What follows belongs to an exercise in optimizing a design on an open flow for small area and a short achievable clock period; a production flow would make more cautious choices. In this exercise RTL edits were held to simulation tests only and were not proved equivalent to the original.

==> inputs of v7 <==
// resampler_q15
module resampler_q15 #(
    parameter TAP_COUNT = 9,
    parameter DATA_WIDTH = 16
)(
    input  logic                  clk,
    input  logic                  rst_n,
    input  logic signed [31:0]    ppm_in,
    input  logic [TAP_COUNT*DATA_WIDTH-1:0] coeffs,
    input  logic [DATA_WIDTH-1:0] data_in,
    input  logic                  data_in_valid,
    output logic                  data_in_ready,
    output logic [DATA_WIDTH-1:0] data_out,
    output logic                  data_out_valid
);
clock: 19.0 ns
lec_check: 0
abc_area: 1
cap_margin: 20
core_margin: 2
core_utilization: 65
cts_cluster_diameter: 100
cts_cluster_size: 24
slew_margin: 20
synth_hierarchical: 1
synth_minimum_keep_size: 0
standard.sh (not shown) runs the stock make flow with config.mk's settings and CLKGATE_MAP_FILE= SYNTH_SCRIPT=/design/flow/synth_recipe.tcl, a recipe that flattens the netlist after the stock synthesis.
==> flow/flow/run.sh <==
#!/bin/bash
# The standard layout (the standard.sh, ORFS synthesis to final), with:
# - the resizer's setup repair aimed below the clock period, so that it buffers
#   and sizes the design's long paths;
# - the synthesis buffers removed at floorplan, so that the resizer buffers
#   those nets itself;
# - the port buffers made as sky130_fd_sc_hd__buf_1 (the resizer sizes them up
#   where a path needs it).
# The SDC and every other setting are the standard flow's.
set -euo pipefail
bash standard.sh SETUP_SLACK_MARGIN=12.5 REMOVE_ABC_BUFFERS=1 \
  "BUFFER_PORTS_ARGS=-buffer_cell sky130_fd_sc_hd__buf_1" finish > standard_make.log 2>&1
==> inputs of v15, as changes to v7 <==
--- a/flow/design.v
+++ b/flow/design.v
@@ -12,11 +12,11 @@
     output logic [DATA_WIDTH-1:0] data_out,
     output logic                  data_out_valid
 );
     logic signed [31:0] ppm_accum;
     logic [31:0] acc_next;       
-    logic overflow, shift, clr;
+    logic overflow, shift;
     logic [TAP_COUNT*DATA_WIDTH-1:0] creg;
     logic [15:0] x;
     logic [15:0] w0, w1, w2, w3, w4, w5, w6;
     logic [15:0] q;
     logic [19:0] ya, yb;
@@ -8792,38 +8792,31 @@
     assign o4332 = x4187 ^ g4271;
     assign o4333 = x4188 ^ g4301;
     assign q = {o459, o457, o455, o453, o451, o449, o447, o445, o443, o441, o439, o437, o435, o433, o431, o429};
     assign acc_next = {o4333, o4332, o4331, o4330, o4329, o4328, o4327, o4326, o4325, o4324, o4323, o4322, o4321, o4320, o4319, o4318, o4317, o4316, o4315, o4314, o4313, o4312, o4311, o4310, o4309, o4308, o4307, o4306, o4305, o4304, o4303, x4157};
     always_ff @(posedge clk or negedge rst_n)
-        if (!rst_n) clr <= 1'b1;
-        else clr <= 1'b0;
-    always_ff @(posedge clk)
-        if (clr) begin
+        if (!rst_n) begin
             x <= '0;
             w0 <= 16'haaa6;
             w1 <= 16'hfffc;
             w2 <= 16'h5552;
             w3 <= 16'haaa8;
             w4 <= 16'hfffe;
             w5 <= 16'h5554;
             w6 <= 16'haaaa;
+            ya <= '0;
+            yb <= '0;
+            yc <= 1'b0;
         end else if (shift) begin
             x <= data_in;
             w0 <= {o918, o916, o914, o912, o910, o908, o906, o904, o902, o900, o898, o896, o894, o892, o890, o888};
             w1 <= {o1377, o1375, o1373, o1371, o1369, o1367, o1365, o1363, o1361, o1359, o1357, o1355, o1353, o1351, o1349, o1347};
             w2 <= {o1836, o1834, o1832, o1830, o1828, o1826, o1824, o1822, o1820, o1818, o1816, o1814, o1812, o1810, o1808, o1806};
             w3 <= {o2295, o2293, o2291, o2289, o2287, o2285, o2283, o2281, o2279, o2277, o2275, o2273, o2271, o2269, o2267, o2265};
             w4 <= {o2754, o2752, o2750, o2748, o2746, o2744, o2742, o2740, o2738, o2736, o2734, o2732, o2730, o2728, o2726, o2724};
             w5 <= {o3213, o3211, o3209, o3207, o3205, o3203, o3201, o3199, o3197, o3195, o3193, o3191, o3189, o3187, o3185, o3183};
             w6 <= {o3656, o3654, o3652, o3650, o3648, o3646, o3644, o3642, o3640, o3638, o3636, o3634, o3632, o3630, o3628, o3626};
-        end
-    always_ff @(posedge clk or negedge rst_n)
-        if (!rst_n) begin
-            ya <= '0;
-            yb <= '0;
-            yc <= 1'b0;
-        end else if (shift) begin
             ya <= {c3930, c3929, c3928, c3927, c3926, c3925, c3924, c3923, c3922, c3921, c3920, c3919, c3918, c3917, c3916, c3915, c3914, c3913, c3912, c3911};
             yb <= {h3931, s3930, s3929, s3928, s3927, s3926, s3925, s3924, s3923, s3922, s3921, s3920, s3919, s3918, s3917, s3916, s3915, s3914, s3913, s3912};
             yc <= g3971;
         end
     assign data_out = {o4124, o4122, o4120, o4118, o4116, o4114, o4112, o4110, o4108, o4106, o4104, o4102, o4100, o4098, o4096, o4094};
CORE_UTILIZATION = 68   (was 65)
CTS_BUF_LIST = sky130_fd_sc_hd__clkbuf_4 sky130_fd_sc_hd__clkbuf_8   (was unset)
CTS_CLUSTER_DIAMETER = unset   (was 100)
CTS_CLUSTER_SIZE = unset   (was 24)
==> inputs of v17, as changes to v7 <==
--- a/flow/design.v
+++ b/flow/design.v
@@ -12,11 +12,11 @@
     output logic [DATA_WIDTH-1:0] data_out,
     output logic                  data_out_valid
 );
     logic signed [31:0] ppm_accum;
     logic [31:0] acc_next;       
-    logic overflow, shift, clr;
+    logic overflow, shift;
     logic [TAP_COUNT*DATA_WIDTH-1:0] creg;
     logic [15:0] x;
     logic [15:0] w0, w1, w2, w3, w4, w5, w6;
     logic [15:0] q;
     logic [19:0] ya, yb;
@@ -8792,38 +8792,31 @@
     assign o4332 = x4187 ^ g4271;
     assign o4333 = x4188 ^ g4301;
     assign q = {o459, o457, o455, o453, o451, o449, o447, o445, o443, o441, o439, o437, o435, o433, o431, o429};
     assign acc_next = {o4333, o4332, o4331, o4330, o4329, o4328, o4327, o4326, o4325, o4324, o4323, o4322, o4321, o4320, o4319, o4318, o4317, o4316, o4315, o4314, o4313, o4312, o4311, o4310, o4309, o4308, o4307, o4306, o4305, o4304, o4303, x4157};
     always_ff @(posedge clk or negedge rst_n)
-        if (!rst_n) clr <= 1'b1;
-        else clr <= 1'b0;
-    always_ff @(posedge clk)
-        if (clr) begin
+        if (!rst_n) begin
             x <= '0;
             w0 <= 16'haaa6;
             w1 <= 16'hfffc;
             w2 <= 16'h5552;
             w3 <= 16'haaa8;
             w4 <= 16'hfffe;
             w5 <= 16'h5554;
             w6 <= 16'haaaa;
+            ya <= '0;
+            yb <= '0;
+            yc <= 1'b0;
         end else if (shift) begin
             x <= data_in;
             w0 <= {o918, o916, o914, o912, o910, o908, o906, o904, o902, o900, o898, o896, o894, o892, o890, o888};
             w1 <= {o1377, o1375, o1373, o1371, o1369, o1367, o1365, o1363, o1361, o1359, o1357, o1355, o1353, o1351, o1349, o1347};
             w2 <= {o1836, o1834, o1832, o1830, o1828, o1826, o1824, o1822, o1820, o1818, o1816, o1814, o1812, o1810, o1808, o1806};
             w3 <= {o2295, o2293, o2291, o2289, o2287, o2285, o2283, o2281, o2279, o2277, o2275, o2273, o2271, o2269, o2267, o2265};
             w4 <= {o2754, o2752, o2750, o2748, o2746, o2744, o2742, o2740, o2738, o2736, o2734, o2732, o2730, o2728, o2726, o2724};
             w5 <= {o3213, o3211, o3209, o3207, o3205, o3203, o3201, o3199, o3197, o3195, o3193, o3191, o3189, o3187, o3185, o3183};
             w6 <= {o3656, o3654, o3652, o3650, o3648, o3646, o3644, o3642, o3640, o3638, o3636, o3634, o3632, o3630, o3628, o3626};
-        end
-    always_ff @(posedge clk or negedge rst_n)
-        if (!rst_n) begin
-            ya <= '0;
-            yb <= '0;
-            yc <= 1'b0;
-        end else if (shift) begin
             ya <= {c3930, c3929, c3928, c3927, c3926, c3925, c3924, c3923, c3922, c3921, c3920, c3919, c3918, c3917, c3916, c3915, c3914, c3913, c3912, c3911};
             yb <= {h3931, s3930, s3929, s3928, s3927, s3926, s3925, s3924, s3923, s3922, s3921, s3920, s3919, s3918, s3917, s3916, s3915, s3914, s3913, s3912};
             yc <= g3971;
         end
     assign data_out = {o4124, o4122, o4120, o4118, o4116, o4114, o4112, o4110, o4108, o4106, o4104, o4102, o4100, o4098, o4096, o4094};
==> inputs of v4, as changes to v7 <==
--- a/flow/design.v
+++ b/flow/design.v
@@ -12,11 +12,11 @@
     output logic [DATA_WIDTH-1:0] data_out,
     output logic                  data_out_valid
 );
     logic signed [31:0] ppm_accum;
     logic [31:0] acc_next;       
-    logic overflow, shift, clr;
+    logic overflow, shift;
     logic [TAP_COUNT*DATA_WIDTH-1:0] creg;
     logic [15:0] x;
     logic [15:0] w0, w1, w2, w3, w4, w5, w6;
     logic [15:0] q;
     logic [19:0] ya, yb;
@@ -8792,38 +8792,31 @@
     assign o4332 = x4187 ^ g4271;
     assign o4333 = x4188 ^ g4301;
     assign q = {o459, o457, o455, o453, o451, o449, o447, o445, o443, o441, o439, o437, o435, o433, o431, o429};
     assign acc_next = {o4333, o4332, o4331, o4330, o4329, o4328, o4327, o4326, o4325, o4324, o4323, o4322, o4321, o4320, o4319, o4318, o4317, o4316, o4315, o4314, o4313, o4312, o4311, o4310, o4309, o4308, o4307, o4306, o4305, o4304, o4303, x4157};
     always_ff @(posedge clk or negedge rst_n)
-        if (!rst_n) clr <= 1'b1;
-        else clr <= 1'b0;
-    always_ff @(posedge clk)
-        if (clr) begin
+        if (!rst_n) begin
             x <= '0;
             w0 <= 16'haaa6;
             w1 <= 16'hfffc;
             w2 <= 16'h5552;
             w3 <= 16'haaa8;
             w4 <= 16'hfffe;
             w5 <= 16'h5554;
             w6 <= 16'haaaa;
+            ya <= '0;
+            yb <= '0;
+            yc <= 1'b0;
         end else if (shift) begin
             x <= data_in;
             w0 <= {o918, o916, o914, o912, o910, o908, o906, o904, o902, o900, o898, o896, o894, o892, o890, o888};
             w1 <= {o1377, o1375, o1373, o1371, o1369, o1367, o1365, o1363, o1361, o1359, o1357, o1355, o1353, o1351, o1349, o1347};
             w2 <= {o1836, o1834, o1832, o1830, o1828, o1826, o1824, o1822, o1820, o1818, o1816, o1814, o1812, o1810, o1808, o1806};
             w3 <= {o2295, o2293, o2291, o2289, o2287, o2285, o2283, o2281, o2279, o2277, o2275, o2273, o2271, o2269, o2267, o2265};
             w4 <= {o2754, o2752, o2750, o2748, o2746, o2744, o2742, o2740, o2738, o2736, o2734, o2732, o2730, o2728, o2726, o2724};
             w5 <= {o3213, o3211, o3209, o3207, o3205, o3203, o3201, o3199, o3197, o3195, o3193, o3191, o3189, o3187, o3185, o3183};
             w6 <= {o3656, o3654, o3652, o3650, o3648, o3646, o3644, o3642, o3640, o3638, o3636, o3634, o3632, o3630, o3628, o3626};
-        end
-    always_ff @(posedge clk or negedge rst_n)
-        if (!rst_n) begin
-            ya <= '0;
-            yb <= '0;
-            yc <= 1'b0;
-        end else if (shift) begin
             ya <= {c3930, c3929, c3928, c3927, c3926, c3925, c3924, c3923, c3922, c3921, c3920, c3919, c3918, c3917, c3916, c3915, c3914, c3913, c3912, c3911};
             yb <= {h3931, s3930, s3929, s3928, s3927, s3926, s3925, s3924, s3923, s3922, s3921, s3920, s3919, s3918, s3917, s3916, s3915, s3914, s3913, s3912};
             yc <= g3971;
         end
     assign data_out = {o4124, o4122, o4120, o4118, o4116, o4114, o4112, o4110, o4108, o4106, o4104, o4102, o4100, o4098, o4096, o4094};
--- a/flow/flow/run.sh
+++ b/flow/flow/run.sh
@@ -6,7 +6,7 @@
 #   those nets itself;
 # - the port buffers made as sky130_fd_sc_hd__buf_1 (the resizer sizes them up
 #   where a path needs it).
 # The SDC and every other setting are the standard flow's.
 set -euo pipefail
-bash standard.sh SETUP_SLACK_MARGIN=12.5 REMOVE_ABC_BUFFERS=1 \
+bash standard.sh SETUP_SLACK_MARGIN=12.8 REMOVE_ABC_BUFFERS=1 \
   "BUFFER_PORTS_ARGS=-buffer_cell sky130_fd_sc_hd__buf_1" finish > standard_make.log 2>&1
CTS_CLUSTER_DIAMETER = unset   (was 100)
CTS_CLUSTER_SIZE = unset   (was 24)
==> reports/results.ini <==
[drt]
met2_length_um = 89430

[critical_path]
worst-path-buf-inv = 3
rr_endpoint = yb[7]

[timing]
period_needed_ps = 6564
max_freq_ghz = 0.1524

[outcome]
status = finished clean

[synthesis]
synth_compound_area_frac = 0.1545

[global_route]
grt_pass1_wl_um = 310500

[finish]
clockBufferCount = 34
multiInputGateArea_um2 = 50200

[cts]
root_buffer = clkbuf_16

the above is filed under v17

==> reports/results.ini <==
[finish]
clockBufferCount = 30
ff_latch_area_um2 = 7372
multiInputGateArea_um2 = 50520
biggestCellCategory = multi-input gates

[cts]
root_buffer = clkbuf_16
cts_tree = done

[global_route]
grt_pass1_wl_um = 309600
busiest_layer = met2

[critical_path]
worst-path-buf-inv = 3
arrival_ps = 2890
rr_endpoint = yb[6]

[synthesis]
ys_async_sr_fraction = 0.2139
synth_compound_area_frac = 0.1721
synth_area_per_cell_um2 = 8.572

[drt]
met2_length_um = 91610
wl_met1_um = 79830

[timing]
max_freq_ghz = 0.1494
period_needed_ps = 6695

[outcome]
status = finished clean

the above is filed under v7

==> reports/results.ini <==
[outcome]
status = finished clean

[critical_path]
worst-path-buf-inv = 4
rr_endpoint = yb[10]

[global_route]
grt_pass1_wl_um = 315600

[timing]
period_needed_ps = 6528
max_freq_ghz = 0.1532

[synthesis]
synth_compound_area_frac = 0.1545

[cts]
root_buffer = clkbuf_16

[finish]
clockBufferCount = 56

the above is filed under v4

==> reports/results.ini <==
[cts]
root_buffer = clkbuf_8

[die]
n_tap_cell = 1176

[global_route]
grt_pass1_wl_um = 310400

[finish]
multiInputGateArea_um2 = 50520
regMostFlops = creg
clockBufferCount = 111
final_core_util = 0.7542

[timing]
period_needed_ps = 6720
max_freq_ghz = 0.1488
setup_viol = 0

[critical_path]
r2r_slack_ps = 12280
cp_top_family = adder cells

[drt]
met2_length_um = 91860

[outcome]
status = finished clean

[synthesis]
synth_compound_area_frac = 0.1545

the above is filed under v15


==> inputs of run a <==
Another version of the RTL of resampler_q15 (not shown whole).
// resampler_q15
module resampler_q15 #(
    parameter TAP_COUNT = 9,
    parameter DATA_WIDTH = 16
)(
    input  logic                  clk,
    input  logic                  rst_n,
    input  logic signed [31:0]    ppm_in,
    input  logic [TAP_COUNT*DATA_WIDTH-1:0] coeffs,
    input  logic [DATA_WIDTH-1:0] data_in,
    input  logic                  data_in_valid,
    output logic                  data_in_ready,
    output logic [DATA_WIDTH-1:0] data_out,
    output logic                  data_out_valid
);
clock: 19.0 ns
lec_check: 0
abc_area: 1
cap_margin: 20
core_margin: 2
core_utilization: 65
slew_margin: 20
synth_hierarchical: 1
synth_minimum_keep_size: 0
==> flow/flow/run.sh <==
#!/bin/bash
# The standard layout (the standard.sh, ORFS synthesis to final), with:
# - the resizer's setup repair aimed below the clock period, so that it buffers
#   and sizes the design's long paths;
# - the synthesis buffers removed at floorplan, so that the resizer buffers
#   those nets itself;
# - the port buffers made as sky130_fd_sc_hd__buf_1 (the resizer sizes them up
#   where a path needs it).
# The SDC and every other setting are the standard flow's.
set -euo pipefail
bash standard.sh SETUP_SLACK_MARGIN=12.5 REMOVE_ABC_BUFFERS=1 \
  "BUFFER_PORTS_ARGS=-buffer_cell sky130_fd_sc_hd__buf_1" finish > standard_make.log 2>&1
==> run b (differences from run a) <==
--- a/flow/design.v
+++ b/flow/design.v
@@ -9,17 +9,17 @@
     input  logic [DATA_WIDTH-1:0] data_in,
     input  logic                  data_in_valid,
     output logic                  data_in_ready,
     output logic [DATA_WIDTH-1:0] data_out,
     output logic                  data_out_valid
 );
     logic signed [31:0] ppm_accum;
     logic [31:0] acc_next;       
-    logic overflow, shift;
+    logic overflow, shift, clr;
     logic [TAP_COUNT*DATA_WIDTH-1:0] creg;
     logic [15:0] x;
     logic [15:0] w0, w1, w2, w3, w4, w5, w6;
     logic [61:0] p1;
     logic [15:0] q;
     logic [45:0] yr;
     logic yc;
     assign data_in_ready = 1'b1;
@@ -8840,38 +8840,45 @@
     assign o4354 = x4209 ^ g4322;
     assign o4355 = x4210 ^ g4282;
     assign o4356 = x4211 ^ g4324;
     assign o4357 = x4212 ^ g4296;
     assign o4358 = x4213 ^ g4326;
     assign q = {o3671, o3669, o3667, o3665, o3663, o3661, o3659, o3657, o3655, o3653, o3651, o3649, o3647, o3645, o3643, o3641};
     assign acc_next = {o4358, o4357, o4356, o4355, o4354, o4353, o4352, o4351, o4350, o4349, o4348, o4347, o4346, o4345, o4344, o4343, o4342, o4341, o4340, o4339, o4338, o4337, o4336, o4335, o4334, o4333, o4332, o4331, o4330, o4329, o4328, x4182};
     always_ff @(posedge clk or negedge rst_n)
-        if (!rst_n) begin
+        if (!rst_n) clr <= 1'b1;
+        else clr <= 1'b0;
+    always_ff @(posedge clk)
+        if (clr) begin
             x <= '0;
             w0 <= 16'haaa6;
             w1 <= 16'hfffc;
             w2 <= 16'h5552;
             w3 <= 16'haaa8;
             w4 <= 16'hfffe;
             w5 <= 16'h5554;
             w6 <= 16'haaaa;
             p1 <= {62'b01001000001000001000001000001000001000001000000000000000000000};
-            yr <= '0;
-            yc <= 1'b0;
         end else if (shift) begin
             x <= data_in;
             w0 <= {o459, o457, o455, o453, o451, o449, o447, o445, o443, o441, o439, o437, o435, o433, o431, o429};
             w1 <= {o918, o916, o914, o912, o910, o908, o906, o904, o902, o900, o898, o896, o894, o892, o890, o888};
             w2 <= {o1377, o1375, o1373, o1371, o1369, o1367, o1365, o1363, o1361, o1359, o1357, o1355, o1353, o1351, o1349, o1347};
             w3 <= {o1836, o1834, o1832, o1830, o1828, o1826, o1824, o1822, o1820, o1818, o1816, o1814, o1812, o1810, o1808, o1806};
             w4 <= {o2295, o2293, o2291, o2289, o2287, o2285, o2283, o2281, o2279, o2277, o2275, o2273, o2271, o2269, o2267, o2265};
             w5 <= {o2754, o2752, o2750, o2748, o2746, o2744, o2742, o2740, o2738, o2736, o2734, o2732, o2730, o2728, o2726, o2724};
             w6 <= {o3197, o3195, o3193, o3191, o3189, o3187, o3185, o3183, o3181, o3179, o3177, o3175, o3173, o3171, o3169, o3167};
             p1 <= {g3470, p1_3333, p1_3332, p1_3331, p1_3316, p1_3330, p1_3315, q3439, p1_3329, h3438, c3437, q3411, s3437, c3436, c3409, s3436, c3435, s3409, s3435, c3434, c3405, s3434, c3433, c3403, s3433, c3432, s3403, s3432, c3431, s3401, s3431, c3430, s3399, s3430, c3429, s3397, s3429, c3428, s3395, s3428, c3427, s3393, s3427, c3426, s3391, s3426, c3425, s3389, s3425, c3424, s3387, s3424, c3423, s3385, s3423, c3422, s3383, s3422, c3421, c3378, s3421, c3420};
+        end
+    always_ff @(posedge clk or negedge rst_n)
+        if (!rst_n) begin
+            yr <= '0;
+            yc <= 1'b0;
+        end else if (shift) begin
             yr <= {h3946, c3945, s3945, c3944, s3944, c3943, s3943, c3942, s3942, c3941, s3941, c3940, s3940, c3939, s3939, c3938, s3938, c3937, s3937, c3936, s3936, c3935, s3935, c3934, s3934, c3933, s3933, c3932, s3932, c3931, s3931, c3930, s3930, c3929, s3929, c3928, s3928, c3927, s3927, c3926, s3926, c3925, s3925, c3924, s3924, c3923};
             yc <= g3974;
         end
     assign data_out = {o4149, o4147, o4145, o4143, o4141, o4139, o4137, o4135, o4133, o4131, o4129, o4127, o4125, o4123, o4121, o4119};
     assign data_out_valid = overflow;
 endmodule
 module fa_cell (input logic a, b, c, output logic s, co);
     assign s = a ^ b ^ c;
--- a/flow/config.mk
+++ b/flow/config.mk
@@ -4,11 +4,13 @@
 export VERILOG_FILES = /design/flow/design.v
 export SDC_FILE = /design/flow/constraint.sdc
 export NUM_CORES = 4
 export LEC_CHECK = 0
 export ABC_AREA = 1
 export CAP_MARGIN = 20
 export CORE_MARGIN = 2
 export CORE_UTILIZATION = 65
+export CTS_CLUSTER_DIAMETER = 100
+export CTS_CLUSTER_SIZE = 24
 export SLEW_MARGIN = 20
 export SYNTH_HIERARCHICAL = 1
 export SYNTH_MINIMUM_KEEP_SIZE = 0
==> flow_summary.toml <==
[outcome]
status = "finished clean"

[synth]
netlist.area_leader.share = 0.278
synthSimpleGateAreaFrac = 0.124
synth_area_leaders = "fa_1 28%, xor2_1 16%, o22ai_1 10%"
synth_compound_area_frac = 0.148

[floorplanning]
start_util = 0.656
dieWidth_um = 319
core_mm2 = 0.0983
dieArea_mm2 = 0.102

[critical_path]
timing.rr.start = "x[7]"
crit_start = "yr[20]"

[drt]
wl_met2_mm = 90.8
first_iter_violations = 5885
Source of the figures above: run a

==> flow_summary.toml <==
[final_layout]
final-seq-area_mm2 = 0.00872
multi_input_area_mm2 = 0.0507

[global_routing]
grt_use_met3 = 0.0793

[synth]
netlist.area_leader.share = 0.282
synthSimpleGateAreaFrac = 0.109
synth_compound_area_frac = 0.167
synth_area_leaders = "fa_1 28%, xor2_1 16%, dfxtp_1 11%"

[critical_path]
path_cells = "ha_4 -> nand4_1 -> buf_4 -> nor2_4 -> nand3_2 -> nand3_4 -> nand2_2 -> nand3_2 -> xor2_1 -> buf_2"
r2r_setup_slack_ns = 12.67

[outcome]
status = "finished clean"

[floorplanning]
dieWidth_um = 316
core_mm2 = 0.0967

[timing]
fin_skew_ns = 0.0447

[drt]
wl_met2_mm = 86.8
first_iter_violations = 6347

[clocking]
cts_resized = 68
cts_tree = "built"

[power]
Source of the figures above: run b

==> separate check: timing with driven ports <==
The flow's constraints put no driver on any port. The routed layouts listed below were extracted and timed again, unchanged, in two steps. Step 1: set_driving_cell puts a clkbuf_16 on clk and a buf_2 on each other input, an assumption about the parent block. Step 2 adds t to the input delays and takes it off the output delays; t is the mean of the earliest and latest rising clock arrival at the registers after step 1. Input paths then give back, and output paths get back, about the clock's delay inside the block. Three values: no drivers, after step 1, after step 2; two values: the first two.
| run | shift t [ns] | slack for setup (ns) | latest minus earliest clock arrival (ns) | worst slew at a driven data input, ns | pins driven straight from the clock port |
|---|---|---|---|---|---|
| v7 | 0.766 | 12.305 / 12.226 / 11.695 | 0.038 / 0.038 | 0.14 | 1 |
| v15 | 0.848 | 12.280 / 12.280 / 11.716 | 0.057 / 0.058 | 0.08 | 1 |
| v17 | 0.760 | 12.436 / 12.449 / 11.721 | 0.037 / 0.036 | 0.04 | 1 |
| v4 | 0.729 | 12.472 / 12.437 / 12.002 | 0.025 / 0.024 | 0.04 | 1 |
| run a | 0.748 | 12.454 / 12.378 / 11.878 | 0.023 / 0.023 | 0.06 | 1 |
| run b | 0.764 | 12.506 / 12.429 / 11.826 | 0.045 / 0.045 | 0.06 | 1 |
After both steps setup and hold are still met in every run listed. The setup slack of v17, which loses most, moves by +0.013 ns with the drivers and by -0.715 ns with both steps.
